From an optimization exercise on the open Yosys and OpenROAD flow, aimed at small area, a short achievable clock period and few clock cycles per item; shortcuts taken in it are not production practice.
Function not checked in this run: the RTL went through the layout flow alone.

<file path="flow/config.mk">
export PLATFORM = sky130hd
export DESIGN_NAME = Mult
export DESIGN_NICKNAME = Mult
export VERILOG_FILES = /design/flow/design.v
export SDC_FILE = /design/flow/constraint.sdc
export NUM_CORES = 4
export LEC_CHECK = 0
export CAP_MARGIN = 20
export CORE_MARGIN = 2
export CORE_UTILIZATION = 40
export SETUP_SLACK_MARGIN = 1.0
export SLEW_MARGIN = 20
export SYNTH_HIERARCHICAL = 1
export SYNTH_MINIMUM_KEEP_SIZE = 0
</file>
<file path="flow/constraint.sdc">
create_clock -name core_clock -period 6.5 [get_ports {clk}]
set_input_delay 1.3000 -clock core_clock [delete_from_list [all_inputs] [get_ports {clk}]]
set_output_delay 1.3000 -clock core_clock [all_outputs]
set_load 0.01 [all_outputs]
</file>
<file path="flow/design.v">
module Mult (MultStart, out_A, out_B, rst, clk, HI, LOW, EndMult);
	input wire MultStart;
	input wire [31:0] out_A;
	input wire [31:0] out_B;
	output wire [31:0] HI;
	output reg [31:0] LOW;
	input wire rst;
	input wire clk;
	output reg EndMult;
	reg [0:0] cnt;
	wire first = (cnt == 1'd0);
	always @(posedge clk) begin
		if (rst) begin
			cnt <= 1'd0;
			EndMult <= 1'b0;
		end else begin
			EndMult <= (cnt == 1'd1);
			if (!first || MultStart) cnt <= cnt + 1'd1;
		end
	end
	wire [16:0] bs;
	reg [16:0] bsr;
	always @(*) begin
		case (cnt)
		1'd0: bsr = {out_B[15:0], 1'b0};
		default: bsr = out_B[31:15];
		endcase
	end
	assign bs = bsr;
	wire [32:0] ax = {out_A[31], out_A};
	wire [32:0] ax1 = {out_A, 1'b0};
	wire neg0 = bs[2];
	wire one0 = bs[1] ^ bs[0];
	wire two0 = (bs[2] & ~bs[1] & ~bs[0]) | (~bs[2] & bs[1] & bs[0]);
	wire [31:0] pp0;
	wire pn0;
	BoothSel bsel0 [31:0] (.one(one0), .two(two0), .neg(neg0), .a(out_A), .a1(ax1[31:0]), .p(pp0));
	BoothSelN bseln0 (.one(one0), .two(two0), .neg(neg0), .a(out_A[31]), .a1(out_A[31]), .pn(pn0));
	wire neg1 = bs[4];
	wire one1 = bs[3] ^ bs[2];
	wire two1 = (bs[4] & ~bs[3] & ~bs[2]) | (~bs[4] & bs[3] & bs[2]);
	wire [31:0] pp1;
	wire pn1;
	BoothSel bsel1 [31:0] (.one(one1), .two(two1), .neg(neg1), .a(out_A), .a1(ax1[31:0]), .p(pp1));
	BoothSelN bseln1 (.one(one1), .two(two1), .neg(neg1), .a(out_A[31]), .a1(out_A[31]), .pn(pn1));
	wire neg2 = bs[6];
	wire one2 = bs[5] ^ bs[4];
	wire two2 = (bs[6] & ~bs[5] & ~bs[4]) | (~bs[6] & bs[5] & bs[4]);
	wire [31:0] pp2;
	wire pn2;
	BoothSel bsel2 [31:0] (.one(one2), .two(two2), .neg(neg2), .a(out_A), .a1(ax1[31:0]), .p(pp2));
	BoothSelN bseln2 (.one(one2), .two(two2), .neg(neg2), .a(out_A[31]), .a1(out_A[31]), .pn(pn2));
	wire neg3 = bs[8];
	wire one3 = bs[7] ^ bs[6];
	wire two3 = (bs[8] & ~bs[7] & ~bs[6]) | (~bs[8] & bs[7] & bs[6]);
	wire [31:0] pp3;
	wire pn3;
	BoothSel bsel3 [31:0] (.one(one3), .two(two3), .neg(neg3), .a(out_A), .a1(ax1[31:0]), .p(pp3));
	BoothSelN bseln3 (.one(one3), .two(two3), .neg(neg3), .a(out_A[31]), .a1(out_A[31]), .pn(pn3));
	wire neg4 = bs[10];
	wire one4 = bs[9] ^ bs[8];
	wire two4 = (bs[10] & ~bs[9] & ~bs[8]) | (~bs[10] & bs[9] & bs[8]);
	wire [31:0] pp4;
	wire pn4;
	BoothSel bsel4 [31:0] (.one(one4), .two(two4), .neg(neg4), .a(out_A), .a1(ax1[31:0]), .p(pp4));
	BoothSelN bseln4 (.one(one4), .two(two4), .neg(neg4), .a(out_A[31]), .a1(out_A[31]), .pn(pn4));
	wire neg5 = bs[12];
	wire one5 = bs[11] ^ bs[10];
	wire two5 = (bs[12] & ~bs[11] & ~bs[10]) | (~bs[12] & bs[11] & bs[10]);
	wire [31:0] pp5;
	wire pn5;
	BoothSel bsel5 [31:0] (.one(one5), .two(two5), .neg(neg5), .a(out_A), .a1(ax1[31:0]), .p(pp5));
	BoothSelN bseln5 (.one(one5), .two(two5), .neg(neg5), .a(out_A[31]), .a1(out_A[31]), .pn(pn5));
	wire neg6 = bs[14];
	wire one6 = bs[13] ^ bs[12];
	wire two6 = (bs[14] & ~bs[13] & ~bs[12]) | (~bs[14] & bs[13] & bs[12]);
	wire [31:0] pp6;
	wire pn6;
	BoothSel bsel6 [31:0] (.one(one6), .two(two6), .neg(neg6), .a(out_A), .a1(ax1[31:0]), .p(pp6));
	BoothSelN bseln6 (.one(one6), .two(two6), .neg(neg6), .a(out_A[31]), .a1(out_A[31]), .pn(pn6));
	wire neg7 = bs[16];
	wire one7 = bs[15] ^ bs[14];
	wire two7 = (bs[16] & ~bs[15] & ~bs[14]) | (~bs[16] & bs[15] & bs[14]);
	wire [31:0] pp7;
	wire pn7;
	BoothSel bsel7 [31:0] (.one(one7), .two(two7), .neg(neg7), .a(out_A), .a1(ax1[31:0]), .p(pp7));
	BoothSelN bseln7 (.one(one7), .two(two7), .neg(neg7), .a(out_A[31]), .a1(out_A[31]), .pn(pn7));
	reg [32:0] accS;
	reg [32:0] accC;
	wire [32:0] gS = accS & {33{~first}};
	wire [32:0] gC = accC & {33{~first}};
	wire s1, c2;
	HA ha_s1 (.a(gS[12]), .b(gC[12]), .s(s1), .co(c2));
	wire s3, c4;
	FA fa_s3 (.a(gS[13]), .b(gC[13]), .c(pp0[13]), .s(s3), .co(c4));
	wire s5, c6;
	FA fa_s5 (.a(gS[14]), .b(gC[14]), .c(neg7), .s(s5), .co(c6));
	wire s7, c8;
	FA fa_s7 (.a(pp0[14]), .b(pp1[12]), .c(pp2[10]), .s(s7), .co(c8));
	wire s9, c10;
	FA fa_s9 (.a(gS[15]), .b(gC[15]), .c(pp0[15]), .s(s9), .co(c10));
	wire s11, c12;
	FA fa_s11 (.a(pp1[13]), .b(pp2[11]), .c(pp3[9]), .s(s11), .co(c12));
	wire s13, c14;
	HA ha_s13 (.a(pp4[7]), .b(pp5[5]), .s(s13), .co(c14));
	wire s15, c16;
	FA fa_s15 (.a(gS[16]), .b(gC[16]), .c(pp0[16]), .s(s15), .co(c16));
	wire s17, c18;
	FA fa_s17 (.a(pp1[14]), .b(pp2[12]), .c(pp3[10]), .s(s17), .co(c18));
	wire s19, c20;
	FA fa_s19 (.a(pp4[8]), .b(pp5[6]), .c(pp6[4]), .s(s19), .co(c20));
	wire s21, c22;
	FA fa_s21 (.a(gS[17]), .b(gC[17]), .c(pp0[17]), .s(s21), .co(c22));
	wire s23, c24;
	FA fa_s23 (.a(pp1[15]), .b(pp2[13]), .c(pp3[11]), .s(s23), .co(c24));
	wire s25, c26;
	FA fa_s25 (.a(pp4[9]), .b(pp5[7]), .c(pp6[5]), .s(s25), .co(c26));
	wire s27, c28;
	FA fa_s27 (.a(gS[18]), .b(gC[18]), .c(pp0[18]), .s(s27), .co(c28));
	wire s29, c30;
	FA fa_s29 (.a(pp1[16]), .b(pp2[14]), .c(pp3[12]), .s(s29), .co(c30));
	wire s31, c32;
	FA fa_s31 (.a(pp4[10]), .b(pp5[8]), .c(pp6[6]), .s(s31), .co(c32));
	wire s33, c34;
	FA fa_s33 (.a(gS[19]), .b(gC[19]), .c(pp0[19]), .s(s33), .co(c34));
	wire s35, c36;
	FA fa_s35 (.a(pp1[17]), .b(pp2[15]), .c(pp3[13]), .s(s35), .co(c36));
	wire s37, c38;
	FA fa_s37 (.a(pp4[11]), .b(pp5[9]), .c(pp6[7]), .s(s37), .co(c38));
	wire s39, c40;
	FA fa_s39 (.a(gS[20]), .b(gC[20]), .c(pp0[20]), .s(s39), .co(c40));
	wire s41, c42;
	FA fa_s41 (.a(pp1[18]), .b(pp2[16]), .c(pp3[14]), .s(s41), .co(c42));
	wire s43, c44;
	FA fa_s43 (.a(pp4[12]), .b(pp5[10]), .c(pp6[8]), .s(s43), .co(c44));
	wire s45, c46;
	FA fa_s45 (.a(gS[21]), .b(gC[21]), .c(pp0[21]), .s(s45), .co(c46));
	wire s47, c48;
	FA fa_s47 (.a(pp1[19]), .b(pp2[17]), .c(pp3[15]), .s(s47), .co(c48));
	wire s49, c50;
	FA fa_s49 (.a(pp4[13]), .b(pp5[11]), .c(pp6[9]), .s(s49), .co(c50));
	wire s51, c52;
	FA fa_s51 (.a(gS[22]), .b(gC[22]), .c(pp0[22]), .s(s51), .co(c52));
	wire s53, c54;
	FA fa_s53 (.a(pp1[20]), .b(pp2[18]), .c(pp3[16]), .s(s53), .co(c54));
	wire s55, c56;
	FA fa_s55 (.a(pp4[14]), .b(pp5[12]), .c(pp6[10]), .s(s55), .co(c56));
	wire s57, c58;
	FA fa_s57 (.a(gS[23]), .b(gC[23]), .c(pp0[23]), .s(s57), .co(c58));
	wire s59, c60;
	FA fa_s59 (.a(pp1[21]), .b(pp2[19]), .c(pp3[17]), .s(s59), .co(c60));
	wire s61, c62;
	FA fa_s61 (.a(pp4[15]), .b(pp5[13]), .c(pp6[11]), .s(s61), .co(c62));
	wire s63, c64;
	FA fa_s63 (.a(gS[24]), .b(gC[24]), .c(pp0[24]), .s(s63), .co(c64));
	wire s65, c66;
	FA fa_s65 (.a(pp1[22]), .b(pp2[20]), .c(pp3[18]), .s(s65), .co(c66));
	wire s67, c68;
	FA fa_s67 (.a(pp4[16]), .b(pp5[14]), .c(pp6[12]), .s(s67), .co(c68));
	wire s69, c70;
	FA fa_s69 (.a(gS[25]), .b(gC[25]), .c(pp0[25]), .s(s69), .co(c70));
	wire s71, c72;
	FA fa_s71 (.a(pp1[23]), .b(pp2[21]), .c(pp3[19]), .s(s71), .co(c72));
	wire s73, c74;
	FA fa_s73 (.a(pp4[17]), .b(pp5[15]), .c(pp6[13]), .s(s73), .co(c74));
	wire s75, c76;
	FA fa_s75 (.a(gS[26]), .b(gC[26]), .c(pp0[26]), .s(s75), .co(c76));
	wire s77, c78;
	FA fa_s77 (.a(pp1[24]), .b(pp2[22]), .c(pp3[20]), .s(s77), .co(c78));
	wire s79, c80;
	FA fa_s79 (.a(pp4[18]), .b(pp5[16]), .c(pp6[14]), .s(s79), .co(c80));
	wire s81, c82;
	FA fa_s81 (.a(gS[27]), .b(gC[27]), .c(pp0[27]), .s(s81), .co(c82));
	wire s83, c84;
	FA fa_s83 (.a(pp1[25]), .b(pp2[23]), .c(pp3[21]), .s(s83), .co(c84));
	wire s85, c86;
	FA fa_s85 (.a(pp4[19]), .b(pp5[17]), .c(pp6[15]), .s(s85), .co(c86));
	wire s87, c88;
	FA fa_s87 (.a(gS[28]), .b(gC[28]), .c(pp0[28]), .s(s87), .co(c88));
	wire s89, c90;
	FA fa_s89 (.a(pp1[26]), .b(pp2[24]), .c(pp3[22]), .s(s89), .co(c90));
	wire s91, c92;
	FA fa_s91 (.a(pp4[20]), .b(pp5[18]), .c(pp6[16]), .s(s91), .co(c92));
	wire s93, c94;
	FA fa_s93 (.a(gS[29]), .b(gC[29]), .c(pp0[29]), .s(s93), .co(c94));
	wire s95, c96;
	FA fa_s95 (.a(pp1[27]), .b(pp2[25]), .c(pp3[23]), .s(s95), .co(c96));
	wire s97, c98;
	FA fa_s97 (.a(pp4[21]), .b(pp5[19]), .c(pp6[17]), .s(s97), .co(c98));
	wire s99, c100;
	FA fa_s99 (.a(gS[30]), .b(gC[30]), .c(pp0[30]), .s(s99), .co(c100));
	wire s101, c102;
	FA fa_s101 (.a(pp1[28]), .b(pp2[26]), .c(pp3[24]), .s(s101), .co(c102));
	wire s103, c104;
	FA fa_s103 (.a(pp4[22]), .b(pp5[20]), .c(pp6[18]), .s(s103), .co(c104));
	wire s105, c106;
	FA fa_s105 (.a(gS[31]), .b(gC[31]), .c(pp0[31]), .s(s105), .co(c106));
	wire s107, c108;
	FA fa_s107 (.a(pp1[29]), .b(pp2[27]), .c(pp3[25]), .s(s107), .co(c108));
	wire s109, c110;
	FA fa_s109 (.a(pp4[23]), .b(pp5[21]), .c(pp6[19]), .s(s109), .co(c110));
	wire s111, c112;
	FA fa_s111 (.a(first), .b(gS[32]), .c(gC[32]), .s(s111), .co(c112));
	wire s113, c114;
	FA fa_s113 (.a(pn0), .b(pp1[30]), .c(pp2[28]), .s(s113), .co(c114));
	wire s115, c116;
	FA fa_s115 (.a(pp3[26]), .b(pp4[24]), .c(pp5[22]), .s(s115), .co(c116));
	wire s117, c118;
	HA ha_s117 (.a(pp6[20]), .b(pp7[18]), .s(s117), .co(c118));
	wire s119, c120;
	FA fa_s119 (.a(1'b1), .b(pp1[31]), .c(pp2[29]), .s(s119), .co(c120));
	wire s121, c122;
	FA fa_s121 (.a(pp3[27]), .b(pp4[25]), .c(pp5[23]), .s(s121), .co(c122));
	wire s123, c124;
	HA ha_s123 (.a(pp6[21]), .b(pp7[19]), .s(s123), .co(c124));
	wire s125, c126;
	FA fa_s125 (.a(pn1), .b(pp2[30]), .c(pp3[28]), .s(s125), .co(c126));
	wire s127, c128;
	FA fa_s127 (.a(pp4[26]), .b(pp5[24]), .c(pp6[22]), .s(s127), .co(c128));
	wire s129, c130;
	FA fa_s129 (.a(1'b1), .b(pp2[31]), .c(pp3[29]), .s(s129), .co(c130));
	wire s131, c132;
	HA ha_s131 (.a(gS[6]), .b(gC[6]), .s(s131), .co(c132));
	wire s133, c134;
	FA fa_s133 (.a(gS[7]), .b(gC[7]), .c(pp0[7]), .s(s133), .co(c134));
	wire s135, c136;
	FA fa_s135 (.a(gS[8]), .b(gC[8]), .c(neg4), .s(s135), .co(c136));
	wire s137, c138;
	FA fa_s137 (.a(pp0[8]), .b(pp1[6]), .c(pp2[4]), .s(s137), .co(c138));
	wire s139, c140;
	FA fa_s139 (.a(gS[9]), .b(gC[9]), .c(pp0[9]), .s(s139), .co(c140));
	wire s141, c142;
	FA fa_s141 (.a(pp1[7]), .b(pp2[5]), .c(pp3[3]), .s(s141), .co(c142));
	wire s143, c144;
	FA fa_s143 (.a(gS[10]), .b(gC[10]), .c(neg5), .s(s143), .co(c144));
	wire s145, c146;
	FA fa_s145 (.a(pp0[10]), .b(pp1[8]), .c(pp2[6]), .s(s145), .co(c146));
	wire s147, c148;
	FA fa_s147 (.a(pp3[4]), .b(pp4[2]), .c(pp5[0]), .s(s147), .co(c148));
	wire s149, c150;
	FA fa_s149 (.a(gS[11]), .b(gC[11]), .c(pp0[11]), .s(s149), .co(c150));
	wire s151, c152;
	FA fa_s151 (.a(pp1[9]), .b(pp2[7]), .c(pp3[5]), .s(s151), .co(c152));
	wire s153, c154;
	HA ha_s153 (.a(pp4[3]), .b(pp5[1]), .s(s153), .co(c154));
	wire s155, c156;
	FA fa_s155 (.a(s1), .b(neg6), .c(pp0[12]), .s(s155), .co(c156));
	wire s157, c158;
	FA fa_s157 (.a(pp1[10]), .b(pp2[8]), .c(pp3[6]), .s(s157), .co(c158));
	wire s159, c160;
	FA fa_s159 (.a(pp4[4]), .b(pp5[2]), .c(pp6[0]), .s(s159), .co(c160));
	wire s161, c162;
	FA fa_s161 (.a(c2), .b(pp1[11]), .c(pp2[9]), .s(s161), .co(c162));
	wire s163, c164;
	FA fa_s163 (.a(pp3[7]), .b(pp4[5]), .c(pp5[3]), .s(s163), .co(c164));
	wire s165, c166;
	HA ha_s165 (.a(pp6[1]), .b(s3), .s(s165), .co(c166));
	wire s167, c168;
	FA fa_s167 (.a(pp3[8]), .b(pp4[6]), .c(pp5[4]), .s(s167), .co(c168));
	wire s169, c170;
	FA fa_s169 (.a(pp6[2]), .b(pp7[0]), .c(s5), .s(s169), .co(c170));
	wire s171, c172;
	HA ha_s171 (.a(c4), .b(s7), .s(s171), .co(c172));
	wire s173, c174;
	FA fa_s173 (.a(pp6[3]), .b(pp7[1]), .c(c6), .s(s173), .co(c174));
	wire s175, c176;
	FA fa_s175 (.a(s13), .b(c8), .c(s9), .s(s175), .co(c176));
	wire s177, c178;
	FA fa_s177 (.a(pp7[2]), .b(c14), .c(c10), .s(s177), .co(c178));
	wire s179, c180;
	FA fa_s179 (.a(c12), .b(s15), .c(s17), .s(s179), .co(c180));
	wire s181, c182;
	FA fa_s181 (.a(pp7[3]), .b(c16), .c(c18), .s(s181), .co(c182));
	wire s183, c184;
	FA fa_s183 (.a(c20), .b(s21), .c(s23), .s(s183), .co(c184));
	wire s185, c186;
	FA fa_s185 (.a(pp7[4]), .b(c22), .c(c24), .s(s185), .co(c186));
	wire s187, c188;
	FA fa_s187 (.a(c26), .b(s27), .c(s29), .s(s187), .co(c188));
	wire s189, c190;
	FA fa_s189 (.a(pp7[5]), .b(c28), .c(c30), .s(s189), .co(c190));
	wire s191, c192;
	FA fa_s191 (.a(c32), .b(s33), .c(s35), .s(s191), .co(c192));
	wire s193, c194;
	FA fa_s193 (.a(pp7[6]), .b(c34), .c(c36), .s(s193), .co(c194));
	wire s195, c196;
	FA fa_s195 (.a(c38), .b(s39), .c(s41), .s(s195), .co(c196));
	wire s197, c198;
	FA fa_s197 (.a(pp7[7]), .b(c40), .c(c42), .s(s197), .co(c198));
	wire s199, c200;
	FA fa_s199 (.a(c44), .b(s45), .c(s47), .s(s199), .co(c200));
	wire s201, c202;
	FA fa_s201 (.a(pp7[8]), .b(c46), .c(c48), .s(s201), .co(c202));
	wire s203, c204;
	FA fa_s203 (.a(c50), .b(s51), .c(s53), .s(s203), .co(c204));
	wire s205, c206;
	FA fa_s205 (.a(pp7[9]), .b(c52), .c(c54), .s(s205), .co(c206));
	wire s207, c208;
	FA fa_s207 (.a(c56), .b(s57), .c(s59), .s(s207), .co(c208));
	wire s209, c210;
	FA fa_s209 (.a(pp7[10]), .b(c58), .c(c60), .s(s209), .co(c210));
	wire s211, c212;
	FA fa_s211 (.a(c62), .b(s63), .c(s65), .s(s211), .co(c212));
	wire s213, c214;
	FA fa_s213 (.a(pp7[11]), .b(c64), .c(c66), .s(s213), .co(c214));
	wire s215, c216;
	FA fa_s215 (.a(c68), .b(s69), .c(s71), .s(s215), .co(c216));
	wire s217, c218;
	FA fa_s217 (.a(pp7[12]), .b(c70), .c(c72), .s(s217), .co(c218));
	wire s219, c220;
	FA fa_s219 (.a(c74), .b(s75), .c(s77), .s(s219), .co(c220));
	wire s221, c222;
	FA fa_s221 (.a(pp7[13]), .b(c76), .c(c78), .s(s221), .co(c222));
	wire s223, c224;
	FA fa_s223 (.a(c80), .b(s81), .c(s83), .s(s223), .co(c224));
	wire s225, c226;
	FA fa_s225 (.a(pp7[14]), .b(c82), .c(c84), .s(s225), .co(c226));
	wire s227, c228;
	FA fa_s227 (.a(c86), .b(s87), .c(s89), .s(s227), .co(c228));
	wire s229, c230;
	FA fa_s229 (.a(pp7[15]), .b(c88), .c(c90), .s(s229), .co(c230));
	wire s231, c232;
	FA fa_s231 (.a(c92), .b(s93), .c(s95), .s(s231), .co(c232));
	wire s233, c234;
	FA fa_s233 (.a(pp7[16]), .b(c94), .c(c96), .s(s233), .co(c234));
	wire s235, c236;
	FA fa_s235 (.a(c98), .b(s99), .c(s101), .s(s235), .co(c236));
	wire s237, c238;
	FA fa_s237 (.a(pp7[17]), .b(c100), .c(c102), .s(s237), .co(c238));
	wire s239, c240;
	FA fa_s239 (.a(c104), .b(s105), .c(s107), .s(s239), .co(c240));
	wire s241, c242;
	FA fa_s241 (.a(s111), .b(s117), .c(c106), .s(s241), .co(c242));
	wire s243, c244;
	FA fa_s243 (.a(c108), .b(c110), .c(s113), .s(s243), .co(c244));
	wire s245, c246;
	FA fa_s245 (.a(c112), .b(c118), .c(s123), .s(s245), .co(c246));
	wire s247, c248;
	FA fa_s247 (.a(c114), .b(c116), .c(s119), .s(s247), .co(c248));
	wire s249, c250;
	FA fa_s249 (.a(pp7[20]), .b(c124), .c(c120), .s(s249), .co(c250));
	wire s251, c252;
	FA fa_s251 (.a(c122), .b(s125), .c(s127), .s(s251), .co(c252));
	wire s253, c254;
	FA fa_s253 (.a(pp4[27]), .b(pp5[25]), .c(pp6[23]), .s(s253), .co(c254));
	wire s255, c256;
	FA fa_s255 (.a(pp7[21]), .b(c126), .c(c128), .s(s255), .co(c256));
	wire s257, c258;
	FA fa_s257 (.a(pn2), .b(pp3[30]), .c(pp4[28]), .s(s257), .co(c258));
	wire s259, c260;
	FA fa_s259 (.a(pp5[26]), .b(pp6[24]), .c(pp7[22]), .s(s259), .co(c260));
	wire s261, c262;
	FA fa_s261 (.a(1'b1), .b(pp3[31]), .c(pp4[29]), .s(s261), .co(c262));
	wire s263, c264;
	FA fa_s263 (.a(pp5[27]), .b(pp6[25]), .c(pp7[23]), .s(s263), .co(c264));
	wire s265, c266;
	FA fa_s265 (.a(pn3), .b(pp4[30]), .c(pp5[28]), .s(s265), .co(c266));
	wire s267, c268;
	HA ha_s267 (.a(pp6[26]), .b(pp7[24]), .s(s267), .co(c268));
	wire s269, c270;
	FA fa_s269 (.a(1'b1), .b(pp4[31]), .c(pp5[29]), .s(s269), .co(c270));
	wire s271, c272;
	HA ha_s271 (.a(pp6[27]), .b(pp7[25]), .s(s271), .co(c272));
	wire s273, c274;
	FA fa_s273 (.a(pn4), .b(pp5[30]), .c(pp6[28]), .s(s273), .co(c274));
	wire s275, c276;
	HA ha_s275 (.a(gS[2]), .b(gC[2]), .s(s275), .co(c276));
	wire s277, c278;
	FA fa_s277 (.a(gS[3]), .b(gC[3]), .c(pp0[3]), .s(s277), .co(c278));
	wire s279, c280;
	FA fa_s279 (.a(gS[4]), .b(gC[4]), .c(neg2), .s(s279), .co(c280));
	wire s281, c282;
	FA fa_s281 (.a(pp0[4]), .b(pp1[2]), .c(pp2[0]), .s(s281), .co(c282));
	wire s283, c284;
	FA fa_s283 (.a(gS[5]), .b(gC[5]), .c(pp0[5]), .s(s283), .co(c284));
	wire s285, c286;
	HA ha_s285 (.a(pp1[3]), .b(pp2[1]), .s(s285), .co(c286));
	wire s287, c288;
	FA fa_s287 (.a(s131), .b(neg3), .c(pp0[6]), .s(s287), .co(c288));
	wire s289, c290;
	FA fa_s289 (.a(pp1[4]), .b(pp2[2]), .c(pp3[0]), .s(s289), .co(c290));
	wire s291, c292;
	FA fa_s291 (.a(c132), .b(pp1[5]), .c(pp2[3]), .s(s291), .co(c292));
	wire s293, c294;
	HA ha_s293 (.a(pp3[1]), .b(s133), .s(s293), .co(c294));
	wire s295, c296;
	FA fa_s295 (.a(pp3[2]), .b(pp4[0]), .c(s135), .s(s295), .co(c296));
	wire s297, c298;
	HA ha_s297 (.a(c134), .b(s137), .s(s297), .co(c298));
	wire s299, c300;
	FA fa_s299 (.a(pp4[1]), .b(c136), .c(c138), .s(s299), .co(c300));
	wire s301, c302;
	HA ha_s301 (.a(s139), .b(s141), .s(s301), .co(c302));
	wire s303, c304;
	FA fa_s303 (.a(s143), .b(c140), .c(c142), .s(s303), .co(c304));
	wire s305, c306;
	HA ha_s305 (.a(s145), .b(s147), .s(s305), .co(c306));
	wire s307, c308;
	FA fa_s307 (.a(c144), .b(s153), .c(c146), .s(s307), .co(c308));
	wire s309, c310;
	FA fa_s309 (.a(c148), .b(s149), .c(s151), .s(s309), .co(c310));
	wire s311, c312;
	FA fa_s311 (.a(c154), .b(c150), .c(c152), .s(s311), .co(c312));
	wire s313, c314;
	FA fa_s313 (.a(s155), .b(s157), .c(s159), .s(s313), .co(c314));
	wire s315, c316;
	FA fa_s315 (.a(c156), .b(c158), .c(c160), .s(s315), .co(c316));
	wire s317, c318;
	FA fa_s317 (.a(s161), .b(s163), .c(s165), .s(s317), .co(c318));
	wire s319, c320;
	FA fa_s319 (.a(c162), .b(c164), .c(s167), .s(s319), .co(c320));
	wire s321, c322;
	FA fa_s321 (.a(s169), .b(c166), .c(s171), .s(s321), .co(c322));
	wire s323, c324;
	FA fa_s323 (.a(c168), .b(s11), .c(c170), .s(s323), .co(c324));
	wire s325, c326;
	FA fa_s325 (.a(s173), .b(c172), .c(s175), .s(s325), .co(c326));
	wire s327, c328;
	FA fa_s327 (.a(s19), .b(c174), .c(c176), .s(s327), .co(c328));
	wire s329, c330;
	HA ha_s329 (.a(s177), .b(s179), .s(s329), .co(c330));
	wire s331, c332;
	FA fa_s331 (.a(s25), .b(c178), .c(c180), .s(s331), .co(c332));
	wire s333, c334;
	HA ha_s333 (.a(s181), .b(s183), .s(s333), .co(c334));
	wire s335, c336;
	FA fa_s335 (.a(s31), .b(c182), .c(c184), .s(s335), .co(c336));
	wire s337, c338;
	HA ha_s337 (.a(s185), .b(s187), .s(s337), .co(c338));
	wire s339, c340;
	FA fa_s339 (.a(s37), .b(c186), .c(c188), .s(s339), .co(c340));
	wire s341, c342;
	HA ha_s341 (.a(s189), .b(s191), .s(s341), .co(c342));
	wire s343, c344;
	FA fa_s343 (.a(s43), .b(c190), .c(c192), .s(s343), .co(c344));
	wire s345, c346;
	HA ha_s345 (.a(s193), .b(s195), .s(s345), .co(c346));
	wire s347, c348;
	FA fa_s347 (.a(s49), .b(c194), .c(c196), .s(s347), .co(c348));
	wire s349, c350;
	HA ha_s349 (.a(s197), .b(s199), .s(s349), .co(c350));
	wire s351, c352;
	FA fa_s351 (.a(s55), .b(c198), .c(c200), .s(s351), .co(c352));
	wire s353, c354;
	HA ha_s353 (.a(s201), .b(s203), .s(s353), .co(c354));
	wire s355, c356;
	FA fa_s355 (.a(s61), .b(c202), .c(c204), .s(s355), .co(c356));
	wire s357, c358;
	HA ha_s357 (.a(s205), .b(s207), .s(s357), .co(c358));
	wire s359, c360;
	FA fa_s359 (.a(s67), .b(c206), .c(c208), .s(s359), .co(c360));
	wire s361, c362;
	HA ha_s361 (.a(s209), .b(s211), .s(s361), .co(c362));
	wire s363, c364;
	FA fa_s363 (.a(s73), .b(c210), .c(c212), .s(s363), .co(c364));
	wire s365, c366;
	HA ha_s365 (.a(s213), .b(s215), .s(s365), .co(c366));
	wire s367, c368;
	FA fa_s367 (.a(s79), .b(c214), .c(c216), .s(s367), .co(c368));
	wire s369, c370;
	HA ha_s369 (.a(s217), .b(s219), .s(s369), .co(c370));
	wire s371, c372;
	FA fa_s371 (.a(s85), .b(c218), .c(c220), .s(s371), .co(c372));
	wire s373, c374;
	HA ha_s373 (.a(s221), .b(s223), .s(s373), .co(c374));
	wire s375, c376;
	FA fa_s375 (.a(s91), .b(c222), .c(c224), .s(s375), .co(c376));
	wire s377, c378;
	HA ha_s377 (.a(s225), .b(s227), .s(s377), .co(c378));
	wire s379, c380;
	FA fa_s379 (.a(s97), .b(c226), .c(c228), .s(s379), .co(c380));
	wire s381, c382;
	HA ha_s381 (.a(s229), .b(s231), .s(s381), .co(c382));
	wire s383, c384;
	FA fa_s383 (.a(s103), .b(c230), .c(c232), .s(s383), .co(c384));
	wire s385, c386;
	HA ha_s385 (.a(s233), .b(s235), .s(s385), .co(c386));
	wire s387, c388;
	FA fa_s387 (.a(s109), .b(c234), .c(c236), .s(s387), .co(c388));
	wire s389, c390;
	HA ha_s389 (.a(s237), .b(s239), .s(s389), .co(c390));
	wire s391, c392;
	FA fa_s391 (.a(s115), .b(c238), .c(c240), .s(s391), .co(c392));
	wire s393, c394;
	HA ha_s393 (.a(s241), .b(s243), .s(s393), .co(c394));
	wire s395, c396;
	FA fa_s395 (.a(s121), .b(s245), .c(c242), .s(s395), .co(c396));
	wire s397, c398;
	HA ha_s397 (.a(c244), .b(s247), .s(s397), .co(c398));
	wire s399, c400;
	FA fa_s399 (.a(c246), .b(c248), .c(s249), .s(s399), .co(c400));
	wire s401, c402;
	FA fa_s401 (.a(s253), .b(s129), .c(c250), .s(s401), .co(c402));
	wire s403, c404;
	HA ha_s403 (.a(c252), .b(s255), .s(s403), .co(c404));
	wire s405, c406;
	FA fa_s405 (.a(c254), .b(s257), .c(s259), .s(s405), .co(c406));
	wire s407, c408;
	HA ha_s407 (.a(c130), .b(c256), .s(s407), .co(c408));
	wire s409, c410;
	FA fa_s409 (.a(c258), .b(c260), .c(s261), .s(s409), .co(c410));
	wire s411, c412;
	FA fa_s411 (.a(s267), .b(c262), .c(c264), .s(s411), .co(c412));
	wire s413, c414;
	FA fa_s413 (.a(c268), .b(s271), .c(c266), .s(s413), .co(c414));
	wire s415, c416;
	FA fa_s415 (.a(pp7[26]), .b(c272), .c(c270), .s(s415), .co(c416));
	wire s417, c418;
	FA fa_s417 (.a(1'b1), .b(pp5[31]), .c(pp6[29]), .s(s417), .co(c418));
	wire s419, c420;
	HA ha_s419 (.a(pp7[27]), .b(c274), .s(s419), .co(c420));
	wire s421, c422;
	FA fa_s421 (.a(pn5), .b(pp6[30]), .c(pp7[28]), .s(s421), .co(c422));
	wire s423, c424;
	HA ha_s423 (.a(1'b1), .b(pp6[31]), .s(s423), .co(c424));
	wire s425, c426;
	HA ha_s425 (.a(gS[0]), .b(gC[0]), .s(s425), .co(c426));
	wire s427, c428;
	FA fa_s427 (.a(gS[1]), .b(gC[1]), .c(pp0[1]), .s(s427), .co(c428));
	wire s429, c430;
	FA fa_s429 (.a(s275), .b(neg1), .c(pp0[2]), .s(s429), .co(c430));
	wire s431, c432;
	FA fa_s431 (.a(c276), .b(pp1[1]), .c(s277), .s(s431), .co(c432));
	wire s433, c434;
	FA fa_s433 (.a(s279), .b(c278), .c(s281), .s(s433), .co(c434));
	wire s435, c436;
	FA fa_s435 (.a(c280), .b(s285), .c(c282), .s(s435), .co(c436));
	wire s437, c438;
	FA fa_s437 (.a(c286), .b(c284), .c(s287), .s(s437), .co(c438));
	wire s439, c440;
	FA fa_s439 (.a(c288), .b(c290), .c(s291), .s(s439), .co(c440));
	wire s441, c442;
	FA fa_s441 (.a(c292), .b(s295), .c(c294), .s(s441), .co(c442));
	wire s443, c444;
	FA fa_s443 (.a(c296), .b(c298), .c(s301), .s(s443), .co(c444));
	wire s445, c446;
	FA fa_s445 (.a(c302), .b(s305), .c(c300), .s(s445), .co(c446));
	wire s447, c448;
	FA fa_s447 (.a(c306), .b(c304), .c(s307), .s(s447), .co(c448));
	wire s449, c450;
	FA fa_s449 (.a(c308), .b(c310), .c(s311), .s(s449), .co(c450));
	wire s451, c452;
	FA fa_s451 (.a(c312), .b(c314), .c(s315), .s(s451), .co(c452));
	wire s453, c454;
	FA fa_s453 (.a(c316), .b(s319), .c(c318), .s(s453), .co(c454));
	wire s455, c456;
	FA fa_s455 (.a(c320), .b(s323), .c(c322), .s(s455), .co(c456));
	wire s457, c458;
	FA fa_s457 (.a(c324), .b(s329), .c(c326), .s(s457), .co(c458));
	wire s459, c460;
	FA fa_s459 (.a(c330), .b(s333), .c(c328), .s(s459), .co(c460));
	wire s461, c462;
	FA fa_s461 (.a(c334), .b(s337), .c(c332), .s(s461), .co(c462));
	wire s463, c464;
	FA fa_s463 (.a(c338), .b(s341), .c(c336), .s(s463), .co(c464));
	wire s465, c466;
	FA fa_s465 (.a(c342), .b(s345), .c(c340), .s(s465), .co(c466));
	wire s467, c468;
	FA fa_s467 (.a(c346), .b(s349), .c(c344), .s(s467), .co(c468));
	wire s469, c470;
	FA fa_s469 (.a(c350), .b(s353), .c(c348), .s(s469), .co(c470));
	wire s471, c472;
	FA fa_s471 (.a(c354), .b(s357), .c(c352), .s(s471), .co(c472));
	wire s473, c474;
	FA fa_s473 (.a(c358), .b(s361), .c(c356), .s(s473), .co(c474));
	wire s475, c476;
	FA fa_s475 (.a(c362), .b(s365), .c(c360), .s(s475), .co(c476));
	wire s477, c478;
	FA fa_s477 (.a(c366), .b(s369), .c(c364), .s(s477), .co(c478));
	wire s479, c480;
	FA fa_s479 (.a(c370), .b(s373), .c(c368), .s(s479), .co(c480));
	wire s481, c482;
	FA fa_s481 (.a(c374), .b(s377), .c(c372), .s(s481), .co(c482));
	wire s483, c484;
	FA fa_s483 (.a(c378), .b(s381), .c(c376), .s(s483), .co(c484));
	wire s485, c486;
	FA fa_s485 (.a(c382), .b(s385), .c(c380), .s(s485), .co(c486));
	wire s487, c488;
	FA fa_s487 (.a(c386), .b(s389), .c(c384), .s(s487), .co(c488));
	wire s489, c490;
	FA fa_s489 (.a(c390), .b(s393), .c(c388), .s(s489), .co(c490));
	wire s491, c492;
	FA fa_s491 (.a(c394), .b(s397), .c(c392), .s(s491), .co(c492));
	wire s493, c494;
	FA fa_s493 (.a(s251), .b(c398), .c(c396), .s(s493), .co(c494));
	wire s495, c496;
	FA fa_s495 (.a(s403), .b(c400), .c(s401), .s(s495), .co(c496));
	wire s497, c498;
	FA fa_s497 (.a(s405), .b(c404), .c(s407), .s(s497), .co(c498));
	wire s499, c500;
	FA fa_s499 (.a(s263), .b(c406), .c(s409), .s(s499), .co(c500));
	wire s501, c502;
	FA fa_s501 (.a(s265), .b(c410), .c(s411), .s(s501), .co(c502));
	wire s503, c504;
	FA fa_s503 (.a(s269), .b(c412), .c(s413), .s(s503), .co(c504));
	wire s505, c506;
	FA fa_s505 (.a(s273), .b(c414), .c(s415), .s(s505), .co(c506));
	wire s507, c508;
	FA fa_s507 (.a(s417), .b(s419), .c(c416), .s(s507), .co(c508));
	wire s509, c510;
	FA fa_s509 (.a(c418), .b(s421), .c(c420), .s(s509), .co(c510));
	wire s511, c512;
	FA fa_s511 (.a(pp7[29]), .b(s423), .c(c422), .s(s511), .co(c512));
	wire s513, c514;
	FA fa_s513 (.a(pn6), .b(pp7[30]), .c(c424), .s(s513), .co(c514));
	wire s515, c516;
	HA ha_s515 (.a(1'b1), .b(pp7[31]), .s(s515), .co(c516));
	wire s517, c518;
	HA ha_s517 (.a(s425), .b(neg0), .s(s517), .co(c518));
	wire s519, c520;
	HA ha_s519 (.a(c426), .b(s427), .s(s519), .co(c520));
	wire s521, c522;
	FA fa_s521 (.a(pp1[0]), .b(c428), .c(s429), .s(s521), .co(c522));
	wire s523, c524;
	HA ha_s523 (.a(c430), .b(s431), .s(s523), .co(c524));
	wire s525, c526;
	HA ha_s525 (.a(c432), .b(s433), .s(s525), .co(c526));
	wire s527, c528;
	FA fa_s527 (.a(s283), .b(c434), .c(s435), .s(s527), .co(c528));
	wire s529, c530;
	FA fa_s529 (.a(s289), .b(c436), .c(s437), .s(s529), .co(c530));
	wire s531, c532;
	FA fa_s531 (.a(s293), .b(c438), .c(s439), .s(s531), .co(c532));
	wire s533, c534;
	FA fa_s533 (.a(s297), .b(c440), .c(s441), .s(s533), .co(c534));
	wire s535, c536;
	FA fa_s535 (.a(s299), .b(c442), .c(s443), .s(s535), .co(c536));
	wire s537, c538;
	FA fa_s537 (.a(s303), .b(c444), .c(s445), .s(s537), .co(c538));
	wire s539, c540;
	FA fa_s539 (.a(s309), .b(c446), .c(s447), .s(s539), .co(c540));
	wire s541, c542;
	FA fa_s541 (.a(s313), .b(c448), .c(s449), .s(s541), .co(c542));
	wire s543, c544;
	FA fa_s543 (.a(s317), .b(c450), .c(s451), .s(s543), .co(c544));
	wire s545, c546;
	FA fa_s545 (.a(s321), .b(c452), .c(s453), .s(s545), .co(c546));
	wire s547, c548;
	FA fa_s547 (.a(s325), .b(c454), .c(s455), .s(s547), .co(c548));
	wire s549, c550;
	FA fa_s549 (.a(s327), .b(c456), .c(s457), .s(s549), .co(c550));
	wire s551, c552;
	FA fa_s551 (.a(s331), .b(c458), .c(s459), .s(s551), .co(c552));
	wire s553, c554;
	FA fa_s553 (.a(s335), .b(c460), .c(s461), .s(s553), .co(c554));
	wire s555, c556;
	FA fa_s555 (.a(s339), .b(c462), .c(s463), .s(s555), .co(c556));
	wire s557, c558;
	FA fa_s557 (.a(s343), .b(c464), .c(s465), .s(s557), .co(c558));
	wire s559, c560;
	FA fa_s559 (.a(s347), .b(c466), .c(s467), .s(s559), .co(c560));
	wire s561, c562;
	FA fa_s561 (.a(s351), .b(c468), .c(s469), .s(s561), .co(c562));
	wire s563, c564;
	FA fa_s563 (.a(s355), .b(c470), .c(s471), .s(s563), .co(c564));
	wire s565, c566;
	FA fa_s565 (.a(s359), .b(c472), .c(s473), .s(s565), .co(c566));
	wire s567, c568;
	FA fa_s567 (.a(s363), .b(c474), .c(s475), .s(s567), .co(c568));
	wire s569, c570;
	FA fa_s569 (.a(s367), .b(c476), .c(s477), .s(s569), .co(c570));
	wire s571, c572;
	FA fa_s571 (.a(s371), .b(c478), .c(s479), .s(s571), .co(c572));
	wire s573, c574;
	FA fa_s573 (.a(s375), .b(c480), .c(s481), .s(s573), .co(c574));
	wire s575, c576;
	FA fa_s575 (.a(s379), .b(c482), .c(s483), .s(s575), .co(c576));
	wire s577, c578;
	FA fa_s577 (.a(s383), .b(c484), .c(s485), .s(s577), .co(c578));
	wire s579, c580;
	FA fa_s579 (.a(s387), .b(c486), .c(s487), .s(s579), .co(c580));
	wire s581, c582;
	FA fa_s581 (.a(s391), .b(c488), .c(s489), .s(s581), .co(c582));
	wire s583, c584;
	FA fa_s583 (.a(s395), .b(c490), .c(s491), .s(s583), .co(c584));
	wire s585, c586;
	FA fa_s585 (.a(s399), .b(c492), .c(s493), .s(s585), .co(c586));
	wire s587, c588;
	HA ha_s587 (.a(c494), .b(s495), .s(s587), .co(c588));
	wire s589, c590;
	FA fa_s589 (.a(c402), .b(s497), .c(c496), .s(s589), .co(c590));
	wire s591, c592;
	FA fa_s591 (.a(c408), .b(s499), .c(c498), .s(s591), .co(c592));
	wire s593, c594;
	HA ha_s593 (.a(c500), .b(s501), .s(s593), .co(c594));
	wire s595, c596;
	HA ha_s595 (.a(c502), .b(s503), .s(s595), .co(c596));
	wire s597, c598;
	HA ha_s597 (.a(c504), .b(s505), .s(s597), .co(c598));
	wire s599, c600;
	HA ha_s599 (.a(c506), .b(s507), .s(s599), .co(c600));
	wire s601, c602;
	HA ha_s601 (.a(s509), .b(c508), .s(s601), .co(c602));
	wire s603, c604;
	HA ha_s603 (.a(s511), .b(c510), .s(s603), .co(c604));
	wire s605, c606;
	HA ha_s605 (.a(s513), .b(c512), .s(s605), .co(c606));
	wire s607, c608;
	HA ha_s607 (.a(s515), .b(c514), .s(s607), .co(c608));
	wire s609, c610;
	HA ha_s609 (.a(pn7), .b(c516), .s(s609), .co(c610));
	reg cf;
	wire [15:0] lo_s = {c546, c544, c542, c540, c538, c536, c534, c532, c530, c528, c526, c524, c522, c520, c518, s517};
	wire [15:0] lo_c = {s547, s545, s543, s541, s539, s537, s535, s533, s531, s529, s527, s525, s523, s521, s519, pp0[0]};
	wire [17:0] lo_sum = {1'b0, lo_s, 1'b1} + {1'b0, lo_c, cf & ~first};
	always @(posedge clk) begin
		cf <= lo_sum[17];
		LOW <= {lo_sum[16:1], LOW[31:16]};
		accS[0] <= c548;
		accC[0] <= s549;
		accS[1] <= c550;
		accC[1] <= s551;
		accS[2] <= c552;
		accC[2] <= s553;
		accS[3] <= c554;
		accC[3] <= s555;
		accS[4] <= c556;
		accC[4] <= s557;
		accS[5] <= c558;
		accC[5] <= s559;
		accS[6] <= c560;
		accC[6] <= s561;
		accS[7] <= c562;
		accC[7] <= s563;
		accS[8] <= c564;
		accC[8] <= s565;
		accS[9] <= c566;
		accC[9] <= s567;
		accS[10] <= c568;
		accC[10] <= s569;
		accS[11] <= c570;
		accC[11] <= s571;
		accS[12] <= c572;
		accC[12] <= s573;
		accS[13] <= c574;
		accC[13] <= s575;
		accS[14] <= c576;
		accC[14] <= s577;
		accS[15] <= c578;
		accC[15] <= s579;
		accS[16] <= c580;
		accC[16] <= s581;
		accS[17] <= c582;
		accC[17] <= s583;
		accS[18] <= c584;
		accC[18] <= s585;
		accS[19] <= c586;
		accC[19] <= s587;
		accS[20] <= c588;
		accC[20] <= s589;
		accS[21] <= c590;
		accC[21] <= s591;
		accS[22] <= c592;
		accC[22] <= s593;
		accS[23] <= c594;
		accC[23] <= s595;
		accS[24] <= c596;
		accC[24] <= s597;
		accS[25] <= c598;
		accC[25] <= s599;
		accS[26] <= c600;
		accC[26] <= s601;
		accS[27] <= c602;
		accC[27] <= s603;
		accS[28] <= c604;
		accC[28] <= s605;
		accS[29] <= c606;
		accC[29] <= s607;
		accS[30] <= c608;
		accC[30] <= s609;
		accS[31] <= c610;
		accC[31] <= 1'b1;
		accS[32] <= 1'b0;
		accC[32] <= 1'b0;
	end
	wire [32:0] hi_sum = {accS[31:0], 1'b1} + {accC[31:0], cf};
	assign HI = hi_sum[32:1];
endmodule
module BoothSel (one, two, neg, a, a1, p);
	input wire one, two, neg, a, a1;
	output wire p;
	assign p = ((one & a) | (two & a1)) ^ neg;
endmodule
module BoothSelN (one, two, neg, a, a1, pn);
	input wire one, two, neg, a, a1;
	output wire pn;
	assign pn = ~(((one & a) | (two & a1)) ^ neg);
endmodule
module FA (a, b, c, s, co);
	input wire a, b, c;
	output wire s, co;
	assign s = a ^ b ^ c;
	assign co = (a & b) | (a & c) | (b & c);
endmodule
module HA (a, b, s, co);
	input wire a, b;
	output wire s, co;
	assign s = a ^ b;
	assign co = a & b;
endmodule
</file>
<file path="flow/run.sh">
#!/bin/bash
# synth_recipe.tcl (not shown) runs the flow's synth.tcl, then flattens the netlist and writes it again
# the make line also repeats each setting of config.mk as NAME=value (left out here)
make -C /OpenROAD-flow-scripts/flow DESIGN_CONFIG=/design/flow/config.mk WORK_HOME=/design/flow/orfs CLKGATE_MAP_FILE= SYNTH_SCRIPT=/design/flow/synth_recipe.tcl finish
</file>
==> key figures <==
Status
  • Status: timing/DRC/antenna clean

Setup path
  • Crit-path max cell delay: 600 ps
  • CP dominant cell by count: fa_1
  • WP buf/inv: 4
  • CP endpoint kind: register
  • CP max-delay cell: fa_2
  • Worst R2R End: cf
  • CP Cell Sequence: dlygate4sd2_1, mux2i_4, clkinvlp_4, xnor2_4, buf_6, buf_16, a22oi_2, xnor2_2, fa_1, fa_1, fa_1, fa_2, ha_4, and3_1, a221o_1, a21o_1
  • R2R depth: 16
  • Worst Setup Path Type: input pin to register
  • Top Family by Delay on Critical Path: adder cells
  • Crit Path Max Fanout: 5
  • FF-to-FF Start: cnt
  • CP Launch Type: input pin
  • CP required: 6770 ps
  • Reg2reg setup slack: 1220 ps
  • Data arrival time of the worst path: 5820 ps

Clock network
  • H-tree level count: 3
  • Clk sinks: 98
  • Max clock buf depth: 2
  • Clk root buf: clkbuf_16
  • TritonCTS Buffers: 9
  • Reg clk slew, reported paths: 80 ps
  • CTS tree: done
  • Clock Latency Late Sink: 370 ps

Placement
  • Placer Congestion: 0.9008
  • Hpwl dp: 41.96 mm
  • Pre-CTS WS: 170.3 ps
  • # port buffers: 131
  • Placed cell area: 0.02006 sq mm

Global route
  • Vias in the first global route: 14040
  • Aggregate global routing overflow: 0
  • Largest net degree at the start of global routing: 66
  • Initial antenna violation count: 0
  • GR Util All Layers: 25.72%
  • First-pass GRT wire length: 85.17 mm

Timing
  • Tmin final: 5547 ps
  • Final Hold Vio Count: 0
  • Final Cycle Share: 85.34%
  • Post-route setup TNS: 0 ps
  • Endpoints failing setup: 0
  • RSZ-0062 raised after global routing: yes
  • Post-route worst setup slack: 953.0 ps
  • Clock skew: 6.964 ps
  • Slew Viols, Final: 0
  • Least-Margin Pin Slew: 915.8 ps
  • Worst slew margin: 38.75%
  • Max Clk Rate: 0.1803 GHz

Synth
  • Top_reg_cell synth: dfxtp_1
  • Mapped Cells: 1421
  • Seq cells post-synth: 98
  • Register area share after synthesis: 11.79%
  • EDFF count, synth: 0
  • Yosys warning count: 7
  • Netlist cell types: 59
  • Post-Syn Area: 0.01663 sq mm
  • Mapped Avg Cell Area: 11.71 sq um
  • Post-synth ARST share: 0%

Cells and area
  • Commonest non-fill, non-tap cell in the layout: xnor2_1
  • Nets@finish: 2155
  • Final instance area: 0.02163 sq mm
  • Area grow syn2layout: 30.03%
  • Final core occ: 52.85%
  • Fraction of layout cells with a size suffix above 1: 37.38%
  • Most frequent cells in the layout: 267 x xnor2_1, 264 x a22oi_2, 168 x fa_1
  • Number of diodes: 0

Routing
  • TritonRoute pass-1 iters: 5
  • Vias post-DR: 12930
  • Drt total wl: 55.08 mm
  • DRC Markers: 0
  • Via/cell ratio: 5.692
  • Iter 0 DRT Violations: 800
  • Post-DRT Antenna Nets: 0
  • Detailed-route wire length per cell: 24.25 um

Hold path
  • Hold endpoint: LOW[8]
  • Hold Path Origin: LOW[24]
  • Hold-critical path depth: 0
  • HP Class: register to register

Flow run
  • Max-cap check violation count: 0

Floorplanning
  • Initial Utilization: 40.65%
  • Core area: 0.04092 sq mm
  • Die W: 207.9 um
  • Die ar.: 0.04323 sq mm
  • Row count: 74
  • Die Ht: 207.9 um
  • IO Count: 132
[flip-flops by register name (all words and copies together) (netlist names)]
register	flops
LOW	32
accS	32
accC	31
EndMult	1
cf	1
cnt	1
[per-module statistics from Yosys (local to each module, per instance)]
module | cells inside | cell area (sq um)
BoothSel | 2 | 21.27
BoothSelN | 2 | 21.27
FA | 1 | 20.02
HA | 1 | 12.51
Mult | 588 | 5319
[cells in the mapped netlist, drive strengths merged (4+ instances only)]
cell type | instances | area [sq um]
a2111oi | 4 | 36.29
a211oi | 6 | 45.04
a21o | 21 | 157.7
a21oi | 38 | 190.2
a22oi | 264 | 3303
a31oi | 7 | 43.79
and2 | 64 | 400.4
and3 | 5 | 31.28
buf | 5 | 28.78
clkbuf | 15 | 56.30
dfxtp | 98 | 1962
fa | 253 | 5065
ha | 101 | 1264
inv | 23 | 86.33
mux2i | 14 | 140.1
nand2 | 33 | 123.9
nand3 | 15 | 75.07
nand4 | 8 | 50.05
nor2 | 27 | 101.4
nor2b | 4 | 25.02
nor3 | 7 | 35.03
o211ai | 4 | 30.03
o21a | 9 | 67.56
o21ai | 30 | 150.1
o21bai | 8 | 60.06
xnor2 | 292 | 2557
xor2 | 17 | 148.9
[final cells by class]
type                       count  area, sq um
tap                          532        665.6
inverter                      23        105.1
timing repair buffer         306         2943
fill                        3561        19290
multi-input combinational   1296        15660
clock inverter                 7        70.07
sequential                    98         1963
clock buffer                   9        225.2
[metrics by stage]
step / cells / hold slack (ps)
6_report: 2271 / 348.6
5_1_grt: 2271 / 361.1
4_1_cts: 2248 / 351.3
3_5_place_dp: 2175 / 334.9
3_3_place_gp: 2175 / 333.0
2_1_floorplan: 1436 / 381.7
[metal layers]
layer | up-vias | part of all wire [%] | GRT usage [%]
li1 | 5788 | - | -
met1 | 6645 | 40 | 30.83
met2 | 387 | 51 | 46.35
met3 | 107 | 4.8 | 3.396
met4 | 0 | 4.4 | 10.54
met5 | - | 0 | 0
[cells by family after synthesis]
logic type                 count (synthesis)  synth area share (%)
AOI/OAI and AO/OA                        423                 26.22
xor gates and xnor gates                 309                 16.27
adders and majority gates                354                 38.04
buffers and inverters                     43                 1.030
DFF                                       98                 11.79
muxes                                     15                0.9101
other                                      2               0.04515
and+or+nand+nor                          177                 5.686
[worst max-delay path by stage]
stage | start | to | slack [ps] | cells after the start
2_1_floorplan | out_B[3] | LOW[31] | -160 | 16
3_3_place_gp | out_B[15] | LOW[31] | 260 | 14
3_5_place_dp | out_B[27] | cf | 170 | 14
4_1_cts | out_B[18] | LOW[31] | 1010 | 18
5_1_grt | out_B[5] | LOW[31] | 840 | 17
6_report | out_B[5] | cf | 950 | 16
[timing repair]
| item | 4_1_cts | 5_1_grt |
|---|---|---|
| gates resized for setup | 60 | 51 |
| hold buffers | 0 | 0 |
| pin swaps | 48 | 40 |
| endpoints found under the setup margin | 16 | 12 |
| hold endpoints to repair | 0 | 0 |
| buffers inserted | 54 | 22 |
| gates cloned | 3 | 1 |
[worst reg2reg max path, stage by stage, from the launching register on]
cell and delay, ps:
dfxtp_2 380, buf_4 370, mux2i_4 400, clkinvlp_4 270, xnor2_4 200, buf_6 140
buf_16 130, a22oi_2 200, xnor2_2 150, fa_1 460, fa_1 540, fa_1 440
fa_2 600, ha_4 230, and3_1 150, a221o_1 320, a21o_1 180

-- static timing again, ports no longer ideal --
The flow's constraints put no driver on any port. The routed layout listed below was extracted and timed again, unchanged, in two steps.
Step 1, drivers: a clkbuf_16 drives clk and a buf_2 each remaining input, both assumed.
Step 2 also shifts input and output timing later by t, the mid clock arrival at the registers, as if the neighbouring blocks saw the same clock.
Three values: no drivers, after step 1, after step 2; two values: the first two.
t, ns: 0.419
slack for setup (ns): 0.953 / 0.985 / 0.566
clock arrival spread, ns: 0.007 / 0.007
worst register clock-pin slew, ns: 0.08 / 0.08
worst slew at a driven data input, ns: 0.05
After both steps setup and hold are still met in this run. The setup slack of this run moves by +0.032 ns with the drivers and by -0.387 ns with both steps.
